Background: an optimization exercise with open tools, aiming at small area, a short achievable clock period and few clock cycles per item. Do not read the settings as production practice. The RTL was checked by simulation tests, not by an equivalence proof against the original design.

## flow/design.v (module list and top-level ports; edited modules follow where they fit)
// module md5: 407 lines
module md5(
      input clk,
      input reset_n,
      input start,
      input [63:0] password,
      output reg done,
      output [127:0] passwd_hash
      );
  // ...
==> flow/flow/run.sh <==
#!/bin/bash
set -euo pipefail
bash standard.sh \
  "BUFFER_PORTS_ARGS=-buffer_cell sky130_fd_sc_hd__buf_1" \
  SETUP_SLACK_MARGIN=6 \
  finish > make_finish.log 2>&1
==> flow/standard.sh <==
#!/bin/bash
# synth_recipe.tcl (not shown) runs the flow's synth.tcl, then flattens the netlist and writes it again
# the make line also repeats each setting of config.mk as NAME=value (left out here)
make -C /OpenROAD-flow-scripts/flow DESIGN_CONFIG=/design/flow/config.mk WORK_HOME=/design/flow/orfs CLKGATE_MAP_FILE= SYNTH_SCRIPT=/design/flow/synth_recipe.tcl "${@:-finish}"
==> flow/config.mk <==
export PLATFORM = sky130hd
export DESIGN_NAME = md5
export DESIGN_NICKNAME = md5
export VERILOG_FILES = /design/flow/design.v
export SDC_FILE = /design/flow/constraint.sdc
export NUM_CORES = 4
export LEC_CHECK = 0
export ABC_AREA = 1
export CAP_MARGIN = 20
export CORE_MARGIN = 2
export CORE_UTILIZATION = 45
export SLEW_MARGIN = 20
==> flow/constraint.sdc <==
create_clock -name core_clock -period 11.0 [get_ports {clk}]
set_input_delay 2.2000 -clock core_clock [delete_from_list [all_inputs] [get_ports {clk}]]
set_output_delay 2.2000 -clock core_clock [all_outputs]
set_load 0.01 [all_outputs]
==> results.json, run 1 <==
{
  "fmax_ghz": 0.202,
  "synth-xor-area-share_pct": 1.64,
  "multi_input_area_share_pct": 60.5,
  "ff2ff_path_depth": 19,
  "grtUsageMet1_pct": 54.6,
  "final_cell_mix": "nand2_1 (811), inv_1 (399), nor2_1 (336)",
  "antenna_found_initial": 2,
  "final_common_cell": "nand2_1",
  "drt-met1-wl_um": 36200,
  "clock_path_buffers": 3,
  "worst_setup_path_end_kind": "flop",
  "startpoint": "cnt[0]$_DFF_P_",
  "stdcell_area_mm2": 0.0211,
  "synth_compound_area_share_pct": 12.4,
  "clk_pin_slew_ns": 0.06,
  "hp-start": "c[2]$_DFF_P_",
  "pre_cts_ws_ns": 4.91,
  "vias": 21600,
  "synthMuxAreaShare_pct": 0.166,
  "required_ns": 11.44,
  "multi_input_area_mm2": 0.0128,
  "fin_skew_ns": 0.0283,
  "num-multi-input-gates": 2155,
  "sh_seq_area_pct": 20.0,
  "drc_errors": 0,
  "cts_resized": 55,
  "cp.depth": 19,
  "status": "no timing/DRC/antenna violations",
  "num-nets-final": 3290,
  "path_common_cell": "nand2_1",
  "criticalPathCategory": "flop to flop"
}
Testbench counts, summed over its fixed seeds: cycles 13,056, hashes 192.
==> inputs of run 2 (changes only) <==
==> flow/flow/run.sh (replaced) <==
#!/bin/bash
set -euo pipefail
bash standard.sh \
  "BUFFER_PORTS_ARGS=-buffer_cell sky130_fd_sc_hd__buf_1" \
  SETUP_SLACK_MARGIN=6.5 \
  finish > make_finish.log 2>&1
==> run 2 against run 1 <==
  * Synthesized area stayed put
  * Final area is 8.7% higher
  * Global-route usage is 2.4 points higher
  * Sequential cell count stayed put
  * First-iteration DRC count is 14% higher
  * Register-to-register slack better by 0.25 ns
  * Hold slack better by 0.0052 ns
  * Critical path type unchanged
==> results.json, run 2 <==
{
  "hpwlAfterDp_um": 72100,
  "synth_area_mm2": 0.0181,
  "syn_to_final_growth_pct": 26.7,
  "worst_slack_ns": 6.30,
  "die_x_um": 205,
  "synth.top_cell.area_share_pct": 23.2,
  "status": "no timing/DRC/antenna violations",
  "tightest_slew_ns": 0.980,
  "drt-initial-drc-count": 3123,
  "crit_fanout": 4,
  "design.die.area_mm2": 0.0419,
  "synth_common_cells": "nand2_1 (844), inv_1 (405), nor2_1 (367)",
  "gr-total-overflow": 0,
  "hold_class": "flop to flop",
  "worstPathArrival_ns": 5.13,
  "fin_skew_ns": 0.0205,
  "synthArstFlopShare_pct": 0,
  "std_cell_rows": 73,
  "worst_setup_path_end_kind": "flop",
  "clock_path_buffers": 3,
  "criticalPathCategory": "flop to flop",
  "stdcell_area_mm2": 0.0230,
  "synth_largest_area_cell": "dfxtp_1",
  "ys_seq_area_share_pct": 23.2,
  "hold_buffers": 0,
  "clock-sinks": 210,
  "placed_area_mm2": 0.0193,
  "groute.usage.overall_pct": 43.6,
  "fin_crit_sh_pct": 42.7,
  "grt_pass1_vias": 20700,
  "yosys-top-cells-area": "dfxtp_1 (23%), nand2_1 (17%), ha_1 (10%), inv_1 (8.4%), nor2_1 (7.6%)",
  "synth_warnings": 1,
  "clk_pin_slew_ns": 0.06,
  "slew_violations": 0,
  "h-tree-depth": 1,
  "drt-pass1-iter-count": 7,
  "worst_skew_pair.late_latency_ns": 0.56,
  "slowest_stage": "dfxtp_4",
  "synth_flop_cell": "dfxtp_1",
  "detail-route-antenna-nets": 0,
  "finalSetupViolCount": 0,
  "fmax_ghz": 0.213,
  "final.min_clock_period_ns": 4.70,
  "antenna_found_initial": 0,
  "start_kind": "flop",
  "yosysUniqueCellTypes": 49,
  "finalSetupTns_ns": 0,
  "grt_first_pass_wirelength_um": 134000,
  "relSlewSlack_pct": 34.5,
  "place_congestion": 1.11,
  "fillers": 3675,
  "vias": 22500,
  "maxCapViolations": 0,
  "syn-num-nets": 3100,
  "required_ns": 11.44,
  "grt_max_degree": 65,
  "drive_gt1_share_pct": 18.9,
  "detail_route.wl_per_cell_um": 26.0,
  "holdWs_ns": 0.507,
  "path_common_cell": "buf_4",
  "diodes": 0,
  "synth-edff-count": 0,
  "syn_avg_cell_area_um2": 6.35,
  "pre_cts_ws_ns": 5.28,
  "final_cell_mix": "nand2_1 (773), inv_1 (375), nor2_1 (271)",
  "syn_inst": 2852,
  "final-hold-violation-count": 0,
  "rsz0062_at_grt": "true",
  "numCtsBuffers": 25,
  "io_buffers": 195,
  "io_pins": 196,
  "fp.dieH_um": 205,
  "num-nets-final": 3368,
  "core_region_area_mm2": 0.0397,
  "yosysMostFrequentCell": "nand2_1",
  "max_stage_delay_ns": 0.39,
  "clock-root-buffer": "clkbuf_16",
  "ys_ff_latch": 210,
  "via_per_inst": 6.15,
  "cts_tree": "yes",
  "finalWirelength_um": 95200,
  "drc_errors": 0,
  "start_util_pct": 45.6,
  "final_common_cell": "nand2_1"
}
[run 2: cell counts after synthesis]
No cell type changed its count.
[run 2: cell type report]
cell class / instances / area [um^2] / area share (%)
timing repair buffer: 312 / 1670 / 7.28
tap: 525 / 657 / 2.86
multi-input combinational: 2156 / 13900 / 60.7
sequential: 210 / 4260 / 18.6
clock buffer: 35 / 754 / 3.29
inverter: 414 / 1590 / 6.92
clock inverter: 9 / 78.8 / 0.343
timing repair inverter: 1 / 7.51 / 0.0327
[run 2: stage by stage]
stage | utilization (%) | instances
after global placement | 48.6 | 3513
after CTS | 54.1 | 3608
after detailed placement | 48.6 | 3513
after global routing | 57.8 | 3662
after floorplan | - | 2852
final | 57.8 | 3662
[run 2: cell families after synthesis]
family	Yosys count	share of synthesized area, %
adder cells (fa/ha/maj)	181	14.0
flip-flops	210	23.2
XOR/XNOR	34	1.64
buffers and inverters	488	10.5
multiplexers	3	0.166
AO/OA/AOI/OAI	328	12.4
AND/OR/NAND/NOR	1608	38.0
[run 2: worst paths after layout]
check | depth (start not counted) | end | slack [ns] | startpoint
hold / removal | 2 | d[2]$_DFF_P_ | 0.51 | c[2]$_DFF_P_
hold reg to reg | 2 | d[2]$_DFF_P_ | 0.51 | c[2]$_DFF_P_
setup / recovery | 33 | b[23]$_SDFF_PP1_ | 6.30 | b[1]$_SDFF_PP0_
setup reg to reg | 33 | b[23]$_SDFF_PP1_ | 6.30 | b[1]$_SDFF_PP0_
[run 2: per-layer routing]
layer / global-route usage, % / share of wire (%)
met3: 9.94 / 12
met1: 56.9 / 39
met2: 66.2 / 42
met4: 24.1 / 7.3
met5: 0 / 0
[run 2: critical path: cells and delay by family, from the launching register on]
family,cells,cell delay [ns]
AND/OR/NAND/NOR,4,0.37
buffers and inverters,23,2.91
AO/OA/AOI/OAI,5,0.62
flip-flops,1,0.39
adder cells (fa/ha/maj),1,0.29
[run 2: timing repair]
item                       CTS  global route
cloned                       2             1
gates resized for setup    257           271
setup endpoints to repair   54            79
pin swaps                   55            94
setup buffers               49            53
==> inputs of run 3 (changes only) <==
==> flow/flow/run.sh (replaced) <==
#!/bin/bash
set -euo pipefail
bash standard.sh \
  "BUFFER_PORTS_ARGS=-buffer_cell sky130_fd_sc_hd__buf_1" \
  SETUP_SLACK_MARGIN=6 \
  finish > make_finish.log 2>&1
--- a/flow/config.mk
+++ b/flow/config.mk
@@ -9,4 +9,6 @@
 export CAP_MARGIN = 20
 export CORE_MARGIN = 2
 export CORE_UTILIZATION = 45
+export CTS_BUF_LIST = sky130_fd_sc_hd__clkbuf_8
+export CTS_CLUSTER_SIZE = 25
 export SLEW_MARGIN = 20
==> run 3 against run 2 <==
  * Routed wire length is 5.8% lower
  * First-iteration DRC count shrank 12%
  * Via count fell by 4.2%
  * Critical path depth shrank 14
  * Clock skew increased by 0.027 ns
  * Synthesized cell count unchanged
  * Global-route usage is 2.3 points lower
  * Clock-buffer cell count increased by 12
  * Synthesized area unchanged
==> results.json, run 3 <==
{
  "worstPathArrival_ns": 5.42,
  "yosysUniqueCellTypes": 49,
  "synth-edff-count": 0,
  "place_congestion": 1.07,
  "drt-initial-drc-count": 2756,
  "numCtsBuffers": 40,
  "via_per_inst": 5.99,
  "final-hold-violation-count": 0,
  "yosysMostFrequentCell": "nand2_1",
  "synth_area_mm2": 0.0181,
  "synth_common_cells": "nand2_1 (844), inv_1 (405), nor2_1 (367)",
  "yosys-top-cells-area": "dfxtp_1 (23%), nand2_1 (17%), ha_1 (10%), inv_1 (8.4%), nor2_1 (7.6%)",
  "design.die.area_mm2": 0.0419,
  "fp.dieH_um": 205,
  "ys_ff_latch": 210,
  "num-nets-final": 3301,
  "antenna_found_initial": 3,
  "status": "no timing/DRC/antenna violations",
  "fin_crit_sh_pct": 44.7,
  "syn_to_final_growth_pct": 16.1,
  "io_buffers": 195,
  "crit_chain": "inv_1 -> ha_1 -> nand2_1 -> nor2_1 -> nor2_1 -> nand4_1 -> nor4_1 -> nand2_1 -> fa_1 -> ha_1 -> nand3_1 -> nand2_1 -> nand4_1 -> nand3_4 -> nand3_1 -> nand2_4 -> inv_1 -> fa_1 -> xnor2_1",
  "pre_cts_ws_ns": 4.91,
  "stdcell_area_mm2": 0.0210,
  "drt-pass1-iter-count": 5,
  "std_cell_rows": 73,
  "clock-sinks": 210,
  "synth.top_cell.area_share_pct": 23.2,
  "holdWs_ns": 0.503,
  "hpwlAfterDp_um": 70100,
  "groute.usage.overall_pct": 41.3,
  "rsz0062_at_grt": "true",
  "drive_gt1_share_pct": 9.06,
  "finalWirelength_um": 89700,
  "grt_pass1_vias": 20200,
  "clock_path_buffers": 3,
  "hold_class": "flop to flop",
  "gr-total-overflow": 0,
  "criticalPathCategory": "flop to flop",
  "die_x_um": 205,
  "detail-route-antenna-nets": 0,
  "slowest_stage": "nor2_1",
  "final_common_cell": "nand2_1",
  "syn_inst": 2852,
  "seq_area_mm2": 0.00422,
  "placed_area_mm2": 0.0193,
  "final.min_clock_period_ns": 4.92,
  "maxCapViolations": 0,
  "synthArstFlopShare_pct": 0,
  "cts_tree": "yes",
  "tightest_slew_ns": 1.15,
  "synth_flop_cell": "dfxtp_1",
  "drc_errors": 0,
  "finalSetupViolCount": 0,
  "ys_seq_area_share_pct": 23.2,
  "fmax_ghz": 0.203,
  "core_region_area_mm2": 0.0397,
  "clock-root-buffer": "clkbuf_8",
  "final_core_util_pct": 52.9,
  "start_util_pct": 45.6,
  "detail_route.wl_per_cell_um": 24.9,
  "relSlewSlack_pct": 23.1,
  "fin_skew_ns": 0.0480,
  "synth_warnings": 1,
  "worst_skew_pair.late_latency_ns": 0.63,
  "path_common_cell": "nand2_1",
  "final_cell_mix": "nand2_1 (810), inv_1 (411), nor2_1 (337)",
  "start_kind": "flop",
  "vias": 21600,
  "synth_largest_area_cell": "dfxtp_1",
  "syn_avg_cell_area_um2": 6.35,
  "grt_first_pass_wirelength_um": 128000,
  "max_stage_delay_ns": 0.74,
  "multi_input_area_mm2": 0.0127,
  "worst_setup_path_end_kind": "flop",
  "grt_max_degree": 65,
  "clk_pin_slew_ns": 0.06,
  "slew_violations": 0,
  "finalSetupTns_ns": 0,
  "syn-num-nets": 3100,
  "required_ns": 11.51,
  "crit_fanout": 11,
  "fillers": 3960,
  "worst_slack_ns": 6.08,
  "io_pins": 196,
  "h-tree-depth": 2
}
## run 3: cell types whose count changed in the layout (fill, tap and decap cells not counted), moves of 24 or more
| cell | delta |
|---|---|
| buf_4 | -74 |
| clkbuf_16 | -26 |
| clkbuf_8 | +40 |
| inv_1 | +36 |
| nand2_1 | +37 |
| nand2_2 | -24 |
| nor2_1 | +66 |
| nor2_2 | -32 |
| nor2_4 | -35 |
## run 3: path summary, 6_finish.rpt
check                                     from             to  slack, ns  cells after the start
worst max-delay path            cnt[0]$_DFF_P_  p[17]$_DFF_P_       6.08                     19
worst min-delay path              c[2]$_DFF_P_   d[2]$_DFF_P_       0.50                      2
worst max register to register  cnt[0]$_DFF_P_  p[17]$_DFF_P_       6.08                     19
worst min register to register    c[2]$_DFF_P_   d[2]$_DFF_P_       0.50                      2
## run 3: per-stage QoR
| step | instances |
|---|---|
| after CTS | 3590 |
| after global placement | 3514 |
| after global routing | 3604 |
| final | 3605 |
| after detailed placement | 3514 |
| after floorplan | 2852 |
## run 3: critical path, delay by kind of cell, from the launching register on
kind                       cells  cell delay [ns]
DFF                            1             0.35
and+or+nand+nor               12             2.62
adders and majority gates      4             1.52
xor gates and xnor gates       1             0.13
buffers and inverters          2             0.19
## run 3: kinds of logic (layout without fill, tap and decap cells)
kind of cell | Yosys count | in the layout | synth area share (%)
simple gates | 1608 | 1609 | 38.0
compound gates | 328 | 328 | 12.4
flops | 210 | 210 | 23.2
xor+xnor | 34 | 34 | 1.64
buf+inv | 488 | 714 | 10.5
fa+ha+maj | 181 | 181 | 14.0
other cells | 0 | 1 | 0
mux | 3 | 3 | 0.166
## run 3: cell type report
cell class,instances,area share (%)
inverter,414,7.42
antenna,1,0.0119
clock buffer,47,3.08
timing repair inverter,1,0.0357
multi-input combinational,2155,60.6
tap,525,3.12
sequential,210,20.1
clock inverter,21,0.821
timing repair buffer,231,4.77
## run 3: what timing repair did
action                                  CTS  global route
hold buffers                              0             0
endpoints found under the setup margin   48            41
gates resized for setup                  56           139
cloned                                    1             1
pin swaps                                 7            34
buffers inserted                          7            13
hold endpoints to repair                  0             0
## run 3: per-layer routing
layer  vias up  routed length (um)  global-route usage (%)
li1       9735                   -                       -
met4         6                6010                    22.5
met3       300                9170                    7.68
met1     10200               36600                    55.0
met2      1337               37900                    62.9
met5         -                  51                       0
==> inputs of run 4 (changes only) <==
--- a/flow/config.mk
+++ b/flow/config.mk
@@ -8,7 +8,7 @@
 export ABC_AREA = 1
 export CAP_MARGIN = 20
 export CORE_MARGIN = 2
-export CORE_UTILIZATION = 45
+export CORE_UTILIZATION = 55
 export CTS_BUF_LIST = sky130_fd_sc_hd__clkbuf_8
 export CTS_CLUSTER_SIZE = 25
 export SLEW_MARGIN = 20
==> run 4 against run 3 <==
  * Core utilization rose by 12 points
  * First-iteration DRC count grew 81%
  * Non-clock buffer count up 23
  * Clock-buffer cell count fell by 1
  * Synthesized cell count did not move
  * Final area increased by 0.94%
  * Critical endpoint is now b[24]$_SDFF_PP1_
  * Highest routed layer unchanged
==> results.json, run 4 <==
{
  "clock-sinks": 210,
  "syn_avg_cell_area_um2": 6.35,
  "synth_largest_area_cell": "dfxtp_1",
  "status": "no timing/DRC/antenna violations",
  "grt_max_degree": 71,
  "groute.usage.overall_pct": 52.7,
  "start_kind": "flop",
  "yosysUniqueCellTypes": 49,
  "cts_tree": "yes",
  "io_buffers": 195,
  "yosysMostFrequentCell": "nand2_1",
  "final_cell_mix": "nand2_1 (797), inv_1 (396), nor2_1 (327)",
  "fillers": 2658,
  "grt_first_pass_wirelength_um": 133000,
  "tightest_slew_ns": 1.15,
  "ys_ff_latch": 210,
  "numCtsBuffers": 36,
  "syn_inst": 2852,
  "worst_skew_pair.late_latency_ns": 0.58,
  "num-nets-final": 3320,
  "place_congestion": 1.15,
  "design.die.area_mm2": 0.0344,
  "synth_area_mm2": 0.0181,
  "yosys-top-cells-area": "dfxtp_1 (23%), nand2_1 (17%), ha_1 (10%), inv_1 (8.4%), nor2_1 (7.6%)",
  "criticalPathCategory": "flop to flop",
  "h-tree-depth": 2,
  "finalSetupTns_ns": 0,
  "syn_to_final_growth_pct": 17.2,
  "fmax_ghz": 0.177,
  "syn-num-nets": 3100,
  "die_x_um": 185,
  "synth-edff-count": 0,
  "worstPathArrival_ns": 6.09,
  "synth_warnings": 1,
  "synth_flop_cell": "dfxtp_1",
  "holdWs_ns": 0.526,
  "synth.top_cell.area_share_pct": 23.2,
  "hpwlAfterDp_um": 68000,
  "via_per_inst": 6.76,
  "clock-root-buffer": "clkbuf_8",
  "wl_met2_um": 38800,
  "grt_pass1_vias": 22000,
  "ys_seq_area_share_pct": 23.2,
  "detail-route-antenna-nets": 0,
  "placed_cells": 3434,
  "drt-pass1-iter-count": 12,
  "detail_route.wl_per_cell_um": 27.9,
  "clk_pin_slew_ns": 0.08,
  "gr-total-overflow": 0,
  "maxCapViolations": 0,
  "final.min_clock_period_ns": 5.66,
  "drive_gt1_share_pct": 11.5,
  "layoutNonFillerInstCount": 3543,
  "start_util_pct": 55.8,
  "slew_violations": 0,
  "antenna_found_initial": 5,
  "wl_met3_um": 17000,
  "rsz0062_at_grt": "true",
  "finalSetupViolCount": 0,
  "clock_path_buffers": 3,
  "crit_fanout": 5,
  "synthArstFlopShare_pct": 0,
  "seq_area_mm2": 0.00423,
  "io_pins": 196,
  "fin_skew_ns": 0.0329,
  "vias": 23900,
  "finalWirelength_um": 98800,
  "fin_crit_sh_pct": 51.4,
  "required_ns": 11.43,
  "multi_input_area_mm2": 0.0129,
  "final-hold-violation-count": 0,
  "relSlewSlack_pct": 23.2,
  "drt-initial-drc-count": 5002,
  "final_core_util_pct": 65.4,
  "drc_errors": 0,
  "hold_class": "flop to flop",
  "fp.dieH_um": 185,
  "final_common_cell": "nand2_1",
  "drt-met1-wl_um": 32300,
  "core_region_area_mm2": 0.0325,
  "topRoutingLayerUsed": "met5",
  "std_cell_rows": 66,
  "worst_setup_path_end_kind": "flop",
  "synth_common_cells": "nand2_1 (844), inv_1 (405), nor2_1 (367)"
}
run 4: cell types whose count changed in the layout (fill, tap and decap cells not counted), moves of 10 or more:
cell	delta
nor2_1	-10
buf_4	+20
nand3_1	-10
nand2_1	-13
inv_1	-15
run 4: area by class of cell:
type	instances	area share, %
Antenna cell	6	0.0708
Tap cell	442	2.61
Clock inverter	15	0.407
Multi-Input combinational cell	2155	60.9
Sequential cell	210	20.0
Inverter	414	7.39
Timing Repair Buffer	254	5.65
Timing Repair inverter	1	0.0354
Clock buffer	46	2.98
run 4: repair_timing:
action / in CTS / in global routing
pin swaps: 20 / 48
endpoints found under the hold margin: 0 / 0
resized for setup: 79 / 197
endpoints found under the setup margin: 43 / 52
hold buffers: 0 / 0
buffers inserted: 17 / 22
cloned: 1 / 1
run 4: worst max-delay path, stage by stage, from the launching register on:
cell and delay, ns:
dfxtp_2 0.38, inv_1 0.23, nand2_1 0.20, nand2_1 0.13, nand2_1 0.30, nand3_2 0.15
nand2_2 0.12, nand2_4 0.07, buf_4 0.14, a31o_2 0.19, ha_1 0.20, a21oi_1 0.62
xor2_1 0.28, nand2_1 0.13, o2111ai_1 0.27, nand2_1 0.14, nand4_1 0.15, ha_1 0.37
a21oi_1 0.27, o21ai_1 0.22, a21oi_2 0.19, o21ai_4 0.11, nand2_1 0.09, nand2_2 0.07
nand2_2 0.12, nor2_2 0.05, o21ai_0 0.22, nand3_2 0.10
run 4: metal layers:
| layer | up-vias | track usage, % |
|---|---|---|
| li1 | 9813 | - |
| met1 | 10700 | 61.2 |
| met2 | 2464 | 77.6 |
| met3 | 934 | 22.2 |
| met4 | 2 | 38.1 |
| met5 | - | 0.593 |
run 4: path summary, 6_finish.rpt:
path,from,endpoint,slack [ns],depth (start not counted)
setup / recovery,b[2]$_SDFF_PP0_,b[24]$_SDFF_PP1_,5.34,27
hold reg to reg,c[2]$_DFF_P_,d[2]$_DFF_P_,0.53,2
hold / removal,c[2]$_DFF_P_,d[2]$_DFF_P_,0.53,2
setup reg to reg,b[2]$_SDFF_PP0_,b[24]$_SDFF_PP1_,5.34,27
run 4: through the flow:
stage	instance area (um^2)	setup slack (ns)
floorplan	18100	6.19
global placement	19200	5.13
detailed placement	19200	5.03
CTS	20400	6.00
global route	21200	5.06
finish	21200	5.34
run 4: cell families after synthesis:
logic type               after synthesis  share of synthesized area [%]
multiplexers                           3                          0.166
buffers and inverters                488                           10.5
AO/OA/AOI/OAI                        328                           12.4
flip-flops                           210                           23.2
AND/OR/NAND/NOR                     1608                           38.0
adder cells (fa/ha/maj)              181                           14.0
XOR/XNOR                              34                           1.64
==> inputs of run 5 (changes only) <==
--- a/flow/config.mk
+++ b/flow/config.mk
@@ -8,7 +8,5 @@
 export ABC_AREA = 1
 export CAP_MARGIN = 20
 export CORE_MARGIN = 2
-export CORE_UTILIZATION = 55
-export CTS_BUF_LIST = sky130_fd_sc_hd__clkbuf_8
-export CTS_CLUSTER_SIZE = 25
+export CORE_UTILIZATION = 50
 export SLEW_MARGIN = 20
==> run 5 against run 4 <==
  * Still clean
  * Sequential cell count is the same
  * Critical path depth decreased by 6
  * Core utilization shrank 5.8 points
==> results.json, run 5 <==
{
  "detail_route.wl_per_cell_um": 26.1,
  "maxCapViolations": 0,
  "synth_largest_area_cell": "dfxtp_1",
  "synthAdderAreaFrac_pct": 14.0,
  "synth_flop_cell": "dfxtp_1",
  "start_util_pct": 50.8,
  "clk_pin_slew_ns": 0.07,
  "fillers": 3180,
  "drive_gt1_share_pct": 10.2,
  "synth_common_cells": "nand2_1 (844), inv_1 (405), nor2_1 (367)",
  "crit_fanout": 11,
  "placed_cells": 3454,
  "synthArstFlopShare_pct": 0,
  "final_common_cell": "nand2_1",
  "grt_first_pass_wirelength_um": 133000,
  "drt-pass1-iter-count": 23,
  "synth_warnings": 1,
  "rsz0062_at_grt": "false",
  "finalSetupViolCount": 0,
  "yosysUniqueCellTypes": 49,
  "syn-num-nets": 3100,
  "yosys-top-cells-area": "dfxtp_1 (23%), nand2_1 (17%), ha_1 (10%), inv_1 (8.4%), nor2_1 (7.6%)",
  "max_stage_delay_ns": 0.56,
  "drc_errors": 0,
  "place_congestion": 1.13,
  "syn_to_final_growth_pct": 17.3,
  "syn_avg_cell_area_um2": 6.35,
  "grt_pass1_vias": 21500,
  "synth-simple-area-share_pct": 38.0,
  "synth-edff-count": 0,
  "synth_area_mm2": 0.0181,
  "worst_skew_pair.late_latency_ns": 0.56,
  "criticalPathCategory": "flop to flop",
  "detail-route-antenna-nets": 0,
  "hold_class": "flop to flop",
  "numCtsBuffers": 24,
  "ys_seq_area_share_pct": 23.2,
  "fp.dieH_um": 194,
  "h-tree-depth": 1,
  "ys_ff_latch": 210,
  "yosysMostFrequentCell": "nand2_1",
  "tightest_slew_ns": 1.19,
  "relSlewSlack_pct": 20.5,
  "status": "no timing/DRC/antenna violations",
  "seq_area_mm2": 0.00423,
  "finalSetupTns_ns": 0,
  "clock-root-buffer": "clkbuf_16",
  "crit_chain": "inv_1 -> ha_1 -> nand2_1 -> inv_1 -> nand2_2 -> nand2_1 -> inv_1 -> nand2_1 -> nor4_2 -> nand4_1 -> fa_1 -> ha_1 -> nand2_1 -> inv_1 -> nand4_1 -> nand3_4 -> nand3_1 -> nand2_2 -> inv_1 -> fa_1 -> xnor2_1",
  "fin_skew_ns": 0.0326,
  "start_kind": "flop",
  "io_buffers": 195,
  "io_pins": 196,
  "synth_top_family_by_area": "simple AND/OR/NAND/NOR gates",
  "path_common_cell": "inv_1",
  "worstPathArrival_ns": 5.36,
  "synth-xor-area-share_pct": 1.64,
  "slew_violations": 0,
  "slowest_stage": "fa_1",
  "groute.usage.overall_pct": 46.6,
  "cts_tree": "yes",
  "finalWirelength_um": 91600,
  "required_ns": 11.45,
  "fmax_ghz": 0.204,
  "num-nets-final": 3281,
  "final-hold-violation-count": 0,
  "fin_crit_sh_pct": 44.7,
  "final_core_util_pct": 59.6,
  "design.die.area_mm2": 0.0378,
  "holdWs_ns": 0.525,
  "antenna_found_initial": 6,
  "worst_setup_path_end_kind": "flop",
  "clock-sinks": 210,
  "multi_input_area_mm2": 0.0131,
  "final.min_clock_period_ns": 4.91,
  "core_region_area_mm2": 0.0357,
  "final_cell_mix": "nand2_1 (809), inv_1 (397), nor2_1 (315)",
  "std_cell_rows": 69,
  "vias": 22500,
  "hold_buffers": 0,
  "clock_path_buffers": 3,
  "syn_inst": 2852,
  "synth.top_cell.area_share_pct": 23.2,
  "hpwlAfterDp_um": 70200,
  "grt_max_degree": 53,
  "synth_compound_area_share_pct": 12.4,
  "drt-initial-drc-count": 3003,
  "gr-total-overflow": 0,
  "synthMuxAreaShare_pct": 0.166,
  "layoutNonFillerInstCount": 3513,
  "die_x_um": 194,
  "via_per_inst": 6.40
}
run 5: kinds of logic after synthesis:
kind of cell | count (synthesis)
flops | 210
fa+ha+maj | 181
buf+inv | 488
compound gates | 328
mux | 3
xor+xnor | 34
simple gates | 1608
run 5: cell type report:
type                            count  area share, %
Inverter                          414           7.34
Sequential cell                   210           19.9
Tap cell                          461           2.71
Timing Repair Buffer              228           4.63
Clock inverter                     15          0.871
Multi-Input combinational cell   2155           61.5
Clock buffer                       29           3.01
Antenna cell                        1         0.0118
run 5: worst max-delay path: cells and delay by family (launching register included):
| kind | cells | cell delay [ns] |
|---|---|---|
| simple gates | 11 | 2.10 |
| fa+ha+maj | 4 | 1.57 |
| buf+inv | 5 | 0.59 |
| flops | 1 | 0.42 |
| xor+xnor | 1 | 0.13 |
run 5: worst paths after layout:
| kind | from | endpoint | slack [ns] | cells after the start |
|---|---|---|---|---|
| min | c[5]$_DFF_P_ | d[5]$_DFF_P_ | 0.52 | 2 |
| max | cnt[0]$_DFF_P_ | p[17]$_DFF_P_ | 6.09 | 21 |
| max reg2reg | cnt[0]$_DFF_P_ | p[17]$_DFF_P_ | 6.09 | 21 |
| min reg2reg | c[5]$_DFF_P_ | d[5]$_DFF_P_ | 0.52 | 2 |
run 5: metal layers:
layer / track usage, % / wire length (um)
met2: 72.2 / 38800
met3: 12.7 / 11500
met5: 0 / 18
met1: 56.9 / 33400
met4: 30.5 / 7840
run 5: metrics by stage:
stage	setup WS [ns]	cell area [um^2]
after detailed placement	5.18	19200
after floorplan	6.19	18100
after CTS	6.00	20300
after global placement	5.30	19200
final	6.09	21300
after global routing	5.87	21300
run 5: timing repair:
| item | 4_1_cts | 5_1_grt |
|---|---|---|
| gates resized for setup | 59 | 212 |
| buffers inserted | 1 | 12 |
| setup endpoints to repair | 43 | 47 |
| pin swaps | 3 | 36 |
| cloned | 1 | 0 |

re-timing with driven ports:
How much do the figures lean on ideal ports? The routed layouts below were timed once more, with nothing changed but the port constraints. Step 1 sets driving cells, clkbuf_16 on the clock port and buf_2 on the other inputs (assumed; they add their load-dependent delay and slew). Step 2 adds t to the input delays and takes it off the output delays; t is the mean of the earliest and latest rising clock arrival at the registers after step 1. Input paths then give back, and output paths get back, about the clock's delay inside the block. a / b / c = ideal / step 1 / step 2; a / b = the first two.
run | t, ns | setup WS [ns] | hold WS [ns]
run 1 | 0.594 | 6.056 / 6.056 / 5.954 | 0.501 / 0.501 / 0.501
run 2 | 0.606 | 6.305 / 6.305 / 6.018 | 0.507 / 0.507 / 0.507
run 3 | 0.670 | 6.084 / 6.084 / 5.901 | 0.503 / 0.503 / 0.503
run 4 | 0.622 | 5.342 / 5.342 / 5.342 | 0.526 / 0.526 / 0.526
run 5 | 0.602 | 6.088 / 6.088 / 5.893 | 0.525 / 0.525 / 0.525
After both steps every run listed still meets setup and hold. The setup slack of run 2, which loses most, moves by 0.000 ns with the drivers and by -0.287 ns with both steps.
